Background: an optimization exercise with open tools, aiming at small area and a short achievable clock period. Do not read the settings as production practice. Only simulation tests tie the RTL to the original design; equivalence was not proved.

// sig_altmult_add
module sig_altmult_add
(
	input signed [15:0] dataa, datab, datac, datad,
	input 		clock, aclr,
	output reg 	[32:0] result
);
Size: ~1600 cells after synthesis, roughly 99 I/O pins.
export LEC_CHECK = 0
export CAP_MARGIN = 20
export CORE_MARGIN = 2
export CORE_UTILIZATION = 40
export CTS_BUF_LIST = sky130_fd_sc_hd__clkbuf_8
export CTS_CLUSTER_DIAMETER = 60
export CTS_CLUSTER_SIZE = 16
export SETUP_SLACK_MARGIN = 3.95
export SLEW_MARGIN = 20
create_clock -name core_clock -period 7.0 [get_ports {clock}]
standard.sh (not shown) runs the stock make flow with config.mk's settings and CLKGATE_MAP_FILE= SYNTH_SCRIPT=/design/flow/synth_recipe.tcl, a recipe that flattens the netlist after the stock synthesis.
==> flow/flow/run.sh <==
#!/bin/bash
set -uo pipefail
here=$(pwd)
bash standard.sh "SYNTH_ARGS=-noabc" \
  "BUFFER_PORTS_ARGS=-buffer_cell sky130_fd_sc_hd__buf_1" \
  "POST_FLOORPLAN_TCL=$here/flow/upsize.tcl" finish > run_make.log 2>&1
status=$?
tail -20 run_make.log
exit $status
==> flow/flow/upsize.tcl <==
foreach inst [get_cells -quiet {a_r* c_r* m0_* m1_*}] {
  if {[get_property [get_lib_cells -of_objects $inst] name] == "sky130_fd_sc_hd__dfxtp_1"} {
    replace_cell $inst sky130_fd_sc_hd__dfxtp_4
  }
}
The starting point completed without violations.
Change:
Settings changed: CTS_BUF_LIST sky130_fd_sc_hd__clkbuf_8 to sky130_fd_sc_hd__clkbuf_16, CTS_CLUSTER_DIAMETER 60 to 100, CTS_CLUSTER_SIZE 16 to 28, SETUP_SLACK_MARGIN 3.95 to 3.85.
Die area is unchanged.
Routed wire length falls by 2.3%.
Utilization falls by 0.81 points.
Non-clock buffer count falls by 8.
Via count falls by 1.9%.
Count of clock-buffer cells in the layout falls by 12.
Change:
Settings changed: CTS_CLUSTER_DIAMETER 100 to 120, CTS_CLUSTER_SIZE 28 to 33, SETUP_SLACK_MARGIN 3.85 to 3.95.
First-iteration DRC count goes down by about 11%. Global-route usage came out higher by 0.31 points. Final cell count is about the same. Critical path depth is unchanged. Non-clock buffer count went up by 6. Setup slack gains 0.062 ns.
Change:
Settings changed: CTS_CLUSTER_DIAMETER 120 to 100, CTS_CLUSTER_SIZE 33 to 28.
Result: The new run produced a clean layout; routed wire length rises by 0.75%; non-clock buffer count rises by 1; hold slack got worse by 0.0040 ns; setup slack improved by 0.013 ns; maximum frequency rises by about 0.45%.
Change:
Settings changed: PLACE_DENSITY set to 0.8.
Die area is unchanged; wire length shrinks slightly; worst hold slack hardly moves.
Change:
Settings changed: PLACE_DENSITY 0.8 to unset, SETUP_SLACK_MARGIN 3.95 to 4.0.
Worst setup slack gains 0.050 ns.
Hold slack barely changes.
Wire length barely changes.
First-iteration DRC count drops by 11%.
Synthesized area does not change.

========
Setup of north:
Another version of the RTL of sig_altmult_add (not shown whole).
Size in the first run: ~1,400 cells after synthesis, ~99 I/O pins.
==> flow/config.mk <==
export PLATFORM = sky130hd
export DESIGN_NAME = sig_altmult_add
export DESIGN_NICKNAME = sig_altmult_add
export VERILOG_FILES = /design/flow/design.v
export SDC_FILE = /design/flow/constraint.sdc
export NUM_CORES = 4
export LEC_CHECK = 0
export CAP_MARGIN = 20
export CORE_MARGIN = 2
export CORE_UTILIZATION = 40
export SETUP_SLACK_MARGIN = 3.65
export SLEW_MARGIN = 20
==> flow/constraint.sdc <==
create_clock -name core_clock -period 7.0 [get_ports {clock}]
set_input_delay 1.4000 -clock core_clock [delete_from_list [all_inputs] [get_ports {clock}]]
set_output_delay 1.4000 -clock core_clock [all_outputs]
set_load 0.01 [all_outputs]
Scripts as last shown in full above: flow/flow/run.sh, flow/flow/upsize.tcl
Every stage of the flow completed for north, and the final layout passed the timing, design-rule and antenna checks.
Here is what was changed in the inputs of south compared with north.
Settings: CTS_BUF_LIST newly set to sky130_fd_sc_hd__clkbuf_8; SETUP_SLACK_MARGIN changed from 3.65 to 3.5.
==> flow/flow/run.sh <==
#!/bin/bash
# The standard layout (standard.sh), with two changes: Yosys's generic
# pre-mapping abc pass is skipped (SYNTH_ARGS=-noabc) so the full adders it
# extracts keep their natural polarity, and the ports are buffered with
# buf_1 cells. The make output goes to run_make.log, each tool's log to
# orfs/logs/.
set -uo pipefail
bash standard.sh "SYNTH_ARGS=-noabc" "BUFFER_PORTS_ARGS=-buffer_cell sky130_fd_sc_hd__buf_1" finish > run_make.log 2>&1
status=$?
tail -20 run_make.log
exit $status
removed: flow/flow/upsize.tcl
All of south and north finish clean.
Final critical path time including I/O delays and setup in south is 200 ps above north.
[south vs north] total wire length: higher in south
Sort south and north by worst setup slack after layout desc -> top: north
In the metrics for south and north, the one carrying the lower number of vias per cell after detailed routing is north.

========
## job 7708
Starting RTL as in the previous note.
clock: 7.0 ns
lec_check: 0
abc_area: 1
cap_margin: 20
core_margin: 2
core_utilization: 40
setup_slack_margin: 4.0
slew_margin: 20
run.sh (not shown) runs the stock make flow with config.mk's settings and CLKGATE_MAP_FILE= SYNTH_SCRIPT=/design/flow/synth_recipe.tcl, a recipe that flattens the netlist after the stock synthesis.
Stock flow here: none of the scripts above is used.
Every stage of the flow completed for job 7708, and the final layout passed the timing, design-rule and antenna checks.
The inputs of job 9845 differ from those of job 7708 as listed below.
Settings: SETUP_SLACK_MARGIN: 4.0 -> 3.0.
[summary]
- Final cell area excluding filler cells in job 9845 is 19% lower than in job 7708
Changes in job 3178 relative to job 9845:
Settings: changing CORE_UTILIZATION from 40 to 60; setting CTS_BUF_LIST to sky130_fd_sc_hd__clkbuf_4 sky130_fd_sc_hd__clkbuf_8 for the first time; changing SETUP_SLACK_MARGIN from 3.0 to 3.5.
[summary]
Worst slack at placement delta for job 3178 relative to job 9845: 0.16 ns higher
In the metrics for job 3178 and job 9845, the one carrying the higher non-clock buffer count is job 3178.
Worst setup slack is higher on job 3178
Job 3178 vs. job 9845: number of rows created at floorplan fell 13.
From job 3178 to job 9845, count of port buffers added during placement did not move at all.
From job 9845 to job 3178 the numbers moved as follows: horizontal die dimension lower, final wirelength now smaller, worst endpoint required time saw a decrease, total die area went down, layout cell share with drive strength beyond 1 grew by 3.1 points.
--- input diff job 3178..job 531 ---
Settings: setting CTS_CLUSTER_SIZE to 10 for the first time; changing CTS_BUF_LIST from sky130_fd_sc_hd__clkbuf_4 sky130_fd_sc_hd__clkbuf_8 to sky130_fd_sc_hd__clkbuf_4; changing CORE_UTILIZATION from 60 to 40; setting CTS_CLUSTER_DIAMETER to 50 for the first time; removing ABC_AREA (formerly 1).
==> flow/flow/run.sh (new file) <==
#!/bin/bash
# The standard layout (standard.sh), with two changes: Yosys's generic
# pre-mapping abc pass is skipped (SYNTH_ARGS=-noabc) so the full adders it
# extracts keep their natural polarity, and the ports are buffered with
# buf_1 cells. The make output goes to run_make.log, each tool's log to
# orfs/logs/.
set -uo pipefail
bash standard.sh "SYNTH_ARGS=-noabc" "BUFFER_PORTS_ARGS=-buffer_cell sky130_fd_sc_hd__buf_1" finish > run_make.log 2>&1
status=$?
tail -20 run_make.log
exit $status
==> flow/standard.sh (new file) <==
#!/bin/bash
# synth_recipe.tcl (not shown) runs the flow's synth.tcl, then flattens the netlist and writes it again
# the make line also repeats each setting of config.mk as NAME=value (left out here)
make -C /OpenROAD-flow-scripts/flow DESIGN_CONFIG=/design/flow/config.mk WORK_HOME=/design/flow/orfs CLKGATE_MAP_FILE= SYNTH_SCRIPT=/design/flow/synth_recipe.tcl "${@:-finish}"
removed: flow/run.sh
Findings:
Re count of flip-flops and latches: no difference whatsoever between job 531 and job 3178. Job 531 vs. job 3178: cell area has decreased, post-route fraction of the period consumed by the critical path increased 0.31 points, area taken by multi-input logic gates saw an increase, total routed wirelength saw a decrease. Number of library cell types mapped by synthesis ends up higher on job 531. Total met2 wirelength after detailed routing of job 531 falls short of that of job 3178 by a few percent. Number of standard cells after synthesis (higher): job 3178.

-- afterwards: timing with drivers on the ports --
Ports are ideal in the flow. The routed layouts listed here were re-timed in OpenROAD. Step 1: set_driving_cell puts a clkbuf_16 on clock and a buf_2 on each other input, an assumption about the parent block. Step 2, shift: input delay + t, output delay - t, t = (earliest + latest rising clock arrival at the registers) / 2. This alone moves slack from input paths to output paths. Slacks: ideal / step 1 / step 2; pairs: ideal / step 1.
| run | t, ns | setup WS [ns] | hold slack, ns |
|---|---|---|---|
| the first run of note 1 | 0.644 | 4.045 / 4.045 / 4.045 | 0.355 / 0.355 / 0.355 |
| the second run of note 1 | 0.552 | 3.964 / 3.964 / 3.964 | 0.367 / 0.367 / 0.367 |
| the third run of note 1 | 0.536 | 4.026 / 4.026 / 4.026 | 0.365 / 0.365 / 0.365 |
| the fourth run of note 1 | 0.546 | 4.040 / 4.040 / 4.040 | 0.361 / 0.361 / 0.361 |
| the fifth run of note 1 | 0.544 | 4.003 / 4.003 / 4.003 | 0.358 / 0.358 / 0.358 |
| the sixth run of note 1 | 0.544 | 4.053 / 4.053 / 4.053 | 0.356 / 0.356 / 0.356 |
| north | 0.575 | 3.794 / 3.794 / 3.794 | 0.346 / 0.346 / 0.346 |
| south | 0.605 | 3.592 / 3.592 / 3.592 | 0.346 / 0.346 / 0.346 |
| job 7708 | 0.591 | 3.949 / 3.949 / 3.949 | 0.347 / 0.347 / 0.347 |
| job 9845 | 0.589 | 3.315 / 3.315 / 3.315 | 0.349 / 0.349 / 0.349 |
| job 3178 | 0.599 | 3.565 / 3.565 / 3.565 | 0.360 / 0.360 / 0.360 |
| job 531 | 0.806 | 3.543 / 3.543 / 3.543 | 0.360 / 0.360 / 0.360 |
After both steps every run listed still meets setup and hold.
